This design comes from an exercise in tuning for small area, a short achievable clock period and few clock cycles on the open sky130 flow, not from production work. Only simulation tests tie the RTL to the original design; equivalence was not proved.

File: flow/config.mk
export PLATFORM = sky130hd
export DESIGN_NAME = infix_calc
export DESIGN_NICKNAME = infix_calc
export VERILOG_FILES = /design/flow/design.v
export SDC_FILE = /design/flow/constraint.sdc
export NUM_CORES = 4
export LEC_CHECK = 0
export CAP_MARGIN = 20
export CORE_MARGIN = 2
export CORE_UTILIZATION = 40
export SLEW_MARGIN = 20
File: flow/constraint.sdc
create_clock -name core_clock -period 13.0 [get_ports {CLK}]
set_input_delay 2.6000 -clock core_clock [delete_from_list [all_inputs] [get_ports {CLK}]]
set_output_delay 2.6000 -clock core_clock [all_outputs]
set_load 0.01 [all_outputs]
File: flow/design.v
module stack
(
input  wire        CLK,
input  wire        RST,
input  wire        PUSH_STB,
input  wire [31:0] PUSH_DAT,
input  wire        POP_STB,
output wire [31:0] POP_DAT,
output wire        POP_ACK,
output wire        PUSH_ACK
);
reg    [3:0] push_ptr;
reg    [3:0] pop_ptr;
always@(posedge CLK)
if(RST)
	begin
		pop_ptr  <= 4'hF;
		push_ptr <= 4'h0;
end
else if(PUSH_STB)
	begin
		push_ptr <= push_ptr + 4'd1;
		pop_ptr  <= pop_ptr  + 4'd1;
end
	else if(POP_STB)
		begin
			push_ptr <= push_ptr - 4'd1;
			pop_ptr  <= pop_ptr  - 4'd1;
end
reg [31:0] RAM [0:15];
reg [31:0] O_BUF;
always@( posedge CLK)
if(PUSH_STB) RAM [ push_ptr ] <= PUSH_DAT;
always@( posedge CLK) O_BUF <= RAM[pop_ptr];
assign POP_DAT  = POP_STB  ? O_BUF : 0;
assign POP_ACK  = PUSH_STB ?     0 : 1;
assign PUSH_ACK = POP_STB  ?     0 : 1;
endmodule
module conv
(
    input  wire       RST,
    input  wire       CLK,
    output wire       BUSY,
    input  wire [7:0] INPUT_SIGN,
    input  wire       SIGN_STB,
    output wire [2:0] SIGN_OUT,
    output wire       SIGN_OUT_STB,
    input  wire [7:0] INPUT_NUMBER,
    input  wire       NUMBER_STB,
    output reg  [7:0] NUMBER_OUT,
    output wire       NUMBER_OUT_STB,
    output wire       END_STB
);
wire         push_stb;
wire [31:0]  push_dat;
wire [31:0]  pop_dat;
wire         pop_stb;
wire         pop_ack;
wire         push_ack;
stack stck
      (
          .CLK(CLK),
          .RST(RST),
          .PUSH_STB(push_stb),
          .PUSH_DAT(push_dat),
          .POP_STB(pop_stb),
          .POP_DAT(pop_dat),
          .POP_ACK(pop_ack),
          .PUSH_ACK(push_ack)
      );
localparam GET_DATA   = 4'd1,   
           CHECK_PREC = 4'd2,   
           PUSH_BACK  = 4'd3,   
           PUSH_DATA  = 4'd4,   
           POP_TOP    = 4'd5,   
           PRINT_NUM  = 4'd6,   
           END_CHECK  = 4'd7,   
           END_POP    = 4'd8,   
           END_PRINT  = 4'd9,   
           DECIDE     = 4'd10,  
           FINISHED   = 4'd11;  
reg  [3:0] state;
reg  [4:0] stack_counter;
reg  [2:0] sign;
reg  [2:0] top;
wire top_high  = (top  == 3'd3) || (top  == 3'd4);
wire sign_high = (sign == 3'd3) || (sign == 3'd4);
wire emit_top  = top_high || !sign_high;
always @(posedge CLK) begin
    if(RST) begin
        state <= GET_DATA;
        stack_counter <= 0;
        sign <= 0;
        top <= 0;
        NUMBER_OUT <= 0;
    end else begin
        case (state)
            GET_DATA: begin
                if (NUMBER_STB && SIGN_STB) begin
                    state <= END_CHECK;
                end else if (NUMBER_STB) begin
                    NUMBER_OUT <= INPUT_NUMBER;
                    state <= PRINT_NUM;
                end else if (SIGN_STB) begin
                    case (INPUT_SIGN)
                        "+": sign <= 3'd1;
                        "-": sign <= 3'd2;
                        "*": sign <= 3'd3;
                        "/": sign <= 3'd4;
                        default: sign <= 3'd1;
                    endcase
                    state <= CHECK_PREC;
                end
            end
            PRINT_NUM: state <= GET_DATA;
            CHECK_PREC: begin
                if (stack_counter == 0) state <= PUSH_DATA;
                else                    state <= POP_TOP;
            end
            POP_TOP: begin
                top <= pop_dat[2:0];
                stack_counter <= stack_counter - 5'd1;
                state <= DECIDE;
            end
            DECIDE: begin
                if (emit_top) state <= CHECK_PREC;
                else          state <= PUSH_BACK;
            end
            PUSH_BACK: begin
                stack_counter <= stack_counter + 5'd1;
                state <= PUSH_DATA;
            end
            PUSH_DATA: begin
                stack_counter <= stack_counter + 5'd1;
                state <= GET_DATA;
            end
            END_CHECK: begin
                if (stack_counter == 0) state <= FINISHED;
                else                    state <= END_POP;
            end
            END_POP: begin
                top <= pop_dat[2:0];
                stack_counter <= stack_counter - 5'd1;
                state <= END_PRINT;
            end
            END_PRINT: state <= END_CHECK;
            FINISHED: state <= GET_DATA;
            default: state <= GET_DATA;
        endcase
    end
end
assign push_stb = (state == PUSH_BACK) || (state == PUSH_DATA);
assign push_dat = {29'd0, (state == PUSH_BACK) ? top : sign};
assign pop_stb  = (state == POP_TOP) || (state == END_POP);
assign SIGN_OUT       = top;
assign SIGN_OUT_STB   = ((state == DECIDE) && emit_top) || (state == END_PRINT);
assign NUMBER_OUT_STB = (state == PRINT_NUM);
assign END_STB        = (state == FINISHED);
assign BUSY           = (state != GET_DATA);
endmodule
module man
(
    input  wire        RST,
    input  wire        CLK,
    output reg  [7:0]  OUT,
    output reg         OUT_STB,
    input  wire [2:0]  INPUT_SIGN,
    input  wire        SIGN_STB,
    input  wire [7:0]  INPUT_NUMBER,
    input  wire        NUMBER_STB,
    input  wire        END_STB
);
reg [7:0] num_stack [15:0];
reg [3:0] num_stack_ptr;
wire [7:0] ftmp = num_stack[num_stack_ptr - 4'd1];  
wire [7:0] stmp = num_stack[num_stack_ptr - 4'd2];  
reg  [7:0] tmp;
always @(*) begin
    case (INPUT_SIGN)
        3'd1:    tmp = stmp + ftmp;
        3'd2:    tmp = stmp - ftmp;
        3'd3:    tmp = stmp * ftmp;
        default: tmp = (ftmp == 8'd0) ? 8'hFF : (stmp / ftmp);
    endcase
end
always @(posedge CLK) begin
    if (NUMBER_STB)
        num_stack[num_stack_ptr] <= INPUT_NUMBER;
    else if (SIGN_STB)
        num_stack[num_stack_ptr - 4'd2] <= tmp;
end
always @(posedge CLK) begin
    if(RST) begin
        num_stack_ptr <= 0;
        OUT <= 0;
        OUT_STB <= 0;
    end else begin
        OUT_STB <= 0;
        if (END_STB) begin
            OUT <= ftmp;
            OUT_STB <= 1;
            num_stack_ptr <= 0;
        end else if (NUMBER_STB) begin
            num_stack_ptr <= num_stack_ptr + 4'd1;
        end else if (SIGN_STB) begin
            num_stack_ptr <= num_stack_ptr - 4'd1;
        end
    end
end
endmodule
module infix_calc
(
    input  wire       CLK,
    input  wire       RST,
    output wire       BUSY,
    input  wire [7:0] INPUT_SIGN,
    input  wire       SIGN_STB,
    input  wire [7:0] INPUT_NUMBER,
    input  wire       NUMBER_STB,
    output wire [7:0] OUT,
    output wire       OUT_STB
);
wire [2:0] pf_sign;
wire       pf_sign_stb;
wire [7:0] pf_number;
wire       pf_number_stb;
wire       pf_end;
conv converter
     (
         .RST(RST),
         .CLK(CLK),
         .BUSY(BUSY),
         .INPUT_SIGN(INPUT_SIGN),
         .SIGN_STB(SIGN_STB),
         .SIGN_OUT(pf_sign),
         .SIGN_OUT_STB(pf_sign_stb),
         .INPUT_NUMBER(INPUT_NUMBER),
         .NUMBER_STB(NUMBER_STB),
         .NUMBER_OUT(pf_number),
         .NUMBER_OUT_STB(pf_number_stb),
         .END_STB(pf_end)
     );
man evaluator
    (
        .RST(RST),
        .CLK(CLK),
        .OUT(OUT),
        .OUT_STB(OUT_STB),
        .INPUT_SIGN(pf_sign),
        .SIGN_STB(pf_sign_stb),
        .INPUT_NUMBER(pf_number),
        .NUMBER_STB(pf_number_stb),
        .END_STB(pf_end)
    );
endmodule
File: flow/run.sh
#!/bin/bash
# synth_recipe.tcl (not shown) runs the flow's synth.tcl, then flattens the netlist and writes it again
# the make line also repeats each setting of config.mk as NAME=value (left out here)
make -C /OpenROAD-flow-scripts/flow DESIGN_CONFIG=/design/flow/config.mk WORK_HOME=/design/flow/orfs CLKGATE_MAP_FILE= SYNTH_SCRIPT=/design/flow/synth_recipe.tcl finish
==> out/results.tsv <==
stage	metric	value	unit
synthesis	sequential area share after synthesis	0.455	
layout	synth-to-layout area growth	14.4	%
synthesis	syn avg cell area	12.3	sq um
die	Die W	189	um
critical_path	critical path startpoint category	register	
sta	worst rel slew slack	0.255	
clock_tree	TritonCTS clock tree	done	
clock_tree	CTS sink count	223	
sta	fin. max-slew vios	0	
synthesis	Distinct cells, synth	79	
synthesis	post-synthesis instance total	1116	
layout	n_diodes	0	
layout	Layout Nets	1264	
critical_path	Crit path top cell by count	o21a_1	
run	max-cap violations	0	
synthesis	Async S/R FF share, synth	0	
grt	first-pass GRT wire length	52.7	mm
clock_tree	total CTS buffers	26	
sta	final worst path period share	0.944	
critical_path	CP max-delay cell	mux4_2	
critical_path	Crit Path Class	register to register	
critical_path	R2R Setup Slk	720	ps
clock_tree	CTS Hold Bufs	0	
grt	initial antenna violation count	0	
synthesis	Mapped Area	13700	sq um
routing	DR iter-0 viols	798	
routing	antenna-violating nets left	0	
sta	FMAX	81.5	MHz
routing	# DRC	0	
routing	via density per instance	5.69	
clock_tree	clock slew at reported path FFs	60	ps
critical_path	CP max FO	16	
critical_path	Worst setup EP type	register	
synthesis	total of warnings raised by yosys	3	
synthesis	top_reg_cell synth	edfxtp_1	
status	status	timing/DRC/antenna clean	
synthesis	Yosys reg bits	223	
sta	Hold Violations, Final	0	
die	Core Box Area	33600	sq um
critical_path	worst path arrival time	12530	ps
critical_path	crit-path max cell delay	510	ps
die	Die Height	189	um
critical_path	CP Capture Point	evaluator.num_stack[10][0]	
routing	Initial DRT Pass Iterations	5	
critical_path	cells on worst reg2reg path	61	
die	starting density of the core	0.407	
critical_path	WP data required	13250	ps
routing	total routed wirelength	34.6	mm
critical_path	worst setup path start	evaluator.num_stack_ptr[0]	
grt	grt ovf	0	
clock_tree	clk buf depth	3	
routing	drt wl/cell	21.2	um
routing	vias	9268	
place	detailed placement HPWL	24.0	mm
critical_path	FF-to-FF Start	evaluator.num_stack_ptr[0]	
critical_path	RR Endpoint	evaluator.num_stack[10][0]	
grt	pin count of the biggest net entering global routing	84	
place	Placer Congestion	0.882	
sta	skew final	18.0	ps
clock_tree	Clk Latency, worst-skew pair	530	ps
grt	Total GRT Usage	0.191	
die	io pins	30	
sta	setup violators final	0	
worst_hold_path	Worst Hold Class	register to register	
synthesis	Post-synth EDFFs	176	
sta	Tmin final	12280	ps
clock_tree	H-tree level count	1	
clock_tree	root buf cell	clkbuf_16	
layout	Final Core Density	0.465	
synthesis	Net Count, Synth	1220	
grt	vias in the first global route	9025	
die	die area	35700	sq um
layout	share of layout cells above drive strength 1	0.192	
sta	worst-margin pin slew	1120	ps
place	port bufs	29	
die	FP Rows	67	
[cells in the mapped netlist, types with 14 or more instances]
library cell | instances | share of area
ha_1 | 68 | 0.062
mux2_2 | 27 | 0.022
xnor2_1 | 39 | 0.025
inv_1 | 48 | 0.013
nand3_1 | 21 | 0.0077
nor2b_1 | 14 | 0.0064
o21ai_0 | 28 | 0.010
edfxtp_1 | 176 | 0.39
clkbuf_1 | 25 | 0.0069
nor2_1 | 139 | 0.038
dfxtp_1 | 47 | 0.069
xor2_1 | 17 | 0.011
a21oi_1 | 58 | 0.021
mux2i_1 | 60 | 0.044
fa_1 | 16 | 0.023
nand2_1 | 65 | 0.018
mux4_2 | 81 | 0.13
o21a_1 | 16 | 0.0088
nor3_1 | 18 | 0.0066
[registers in the layout (all words and copies together), names as in the netlist, 4 cells and up]
register,cells
converter.stack_counter,5
converter.state,4
converter.stck.push_ptr,4
evaluator.num_stack_ptr,4
evaluator.num_stack,128
evaluator.OUT,8
converter.NUMBER_OUT,8
converter.stck.pop_ptr,4
converter.stck.RAM,48
[logic make-up after synthesis]
| logic type | count (synthesis) | synth area share |
|---|---|---|
| muxes | 169 | 0.201 |
| buffers and inverters | 104 | 0.0357 |
| AOI/OAI and AO/OA | 175 | 0.0840 |
| and+or+nand+nor | 302 | 0.0991 |
| adders and majority gates | 84 | 0.0856 |
| DFF | 223 | 0.455 |
| xor gates and xnor gates | 59 | 0.0399 |
[routing by layer]
metal,share of wire,routed length (um),up-vias,track usage
li1,-,-,4289,-
met2,0.48,16600,327,0.322
met1,0.43,14900,4593,0.259
met3,0.061,2120,59,0.0272
met4,0.026,894,0,0.0550
met5,0,0,-,0
[final cells by class]
type / instances / area [sq um]
multi-input combinational: 789 / 7070
clock inverter: 20 / 258
sequential: 223 / 6230
fill: 2980 / 18000
tap: 448 / 561
inverter: 52 / 196
clock buffer: 28 / 679
timing repair buffer: 68 / 651
[critical path, delay by kind of cell, from the launching register on]
| family | cells | cell delay [ps] |
|---|---|---|
| compound gates | 33 | 5280 |
| fa+ha+maj | 8 | 2230 |
| simple gates | 10 | 1760 |
| mux | 4 | 1400 |
| buf+inv | 5 | 770 |
| flops | 1 | 360 |
| xor+xnor | 1 | 160 |
[cells in the final DEF, fill, tap and decap left out, types with 17 or more instances in the layout]
cell type        synthesis  layout
mux4_2                  81      81
xnor2_1                 39      38
a21oi_1                 58      55
edfxtp_1               176     176
buf_4                    3      35
o21ai_0                 28      25
dfxtp_1                 47      45
clkbuf_16                0      29
xor2_1                  17      17
mux2i_1                 60      60
nand3_1                 21      21
inv_1                   48      46
mux2_2                  27      27
nand2_1                 65      65
clkdlybuf4s50_1          0      29
nor2_1                 139     138
ha_1                    68      66
[worst min-delay path by stage]
| stage | startpoint | end | slack (ps) | depth (start not counted) |
|---|---|---|---|---|
| after floorplan | converter.stck.O_BUF[0] | converter.top[0] | 440 | 2 |
| final | evaluator.OUT[6] | evaluator.OUT[6] | 450 | 2 |
| after global routing | evaluator.OUT[0] | evaluator.OUT[0] | 480 | 2 |
| after global placement | evaluator.OUT[6] | evaluator.OUT[6] | 440 | 2 |
| after CTS | evaluator.OUT[0] | evaluator.OUT[0] | 450 | 2 |
| after detailed placement | evaluator.OUT[0] | evaluator.OUT[0] | 450 | 2 |
[through the flow]
stage	setup WS (ps)	std cells	cell area [sq um]	hold slack [ps]	setup TNS, ps
2_1_floorplan	95.3	1116	13700	441	0
3_3_place_gp	329	1567	14500	444	0
3_5_place_dp	60.4	1568	14500	446	0
4_1_cts	95.2	1616	15400	455	0
5_1_grt	-19.8	1628	15600	482	-280
6_report	723	1628	15600	454	0
[timing repair]
| item | 4_1_cts | 5_1_grt |
|---|---|---|
| setup endpoints to repair | 15 | 16 |
| buffers inserted | 0 | 10 |
| resized for setup | 1 | 20 |
| gates cloned | 0 | 2 |
| pin swaps | 0 | 5 |
Testbench counts, summed over its fixed seeds: cycles 56,301.

[static timing again, ports no longer ideal]
The results above use ideal ports. As a check the final layout listed here was re-extracted and re-timed, cells and wires unchanged.
Step 1, drivers: a clkbuf_16 drives CLK and a buf_2 each remaining input, both assumed.
Step 2 adds t to the input delays and takes it off the output delays; t is the mean of the earliest and latest rising clock arrival at the registers after step 1. Input paths then give back, and output paths get back, about the clock's delay inside the block.
Three values: ideal ports, drivers, drivers and shift; two values: the first two.
t (ns): 0.575
setup WS [ns]: 0.723 / 0.723 / 0.723
hold slack, ns: 0.454 / 0.454 / 0.454
After both steps this run still meets setup and hold. The setup slack of this run moves by 0.000 ns with the drivers and by 0.000 ns with both steps.
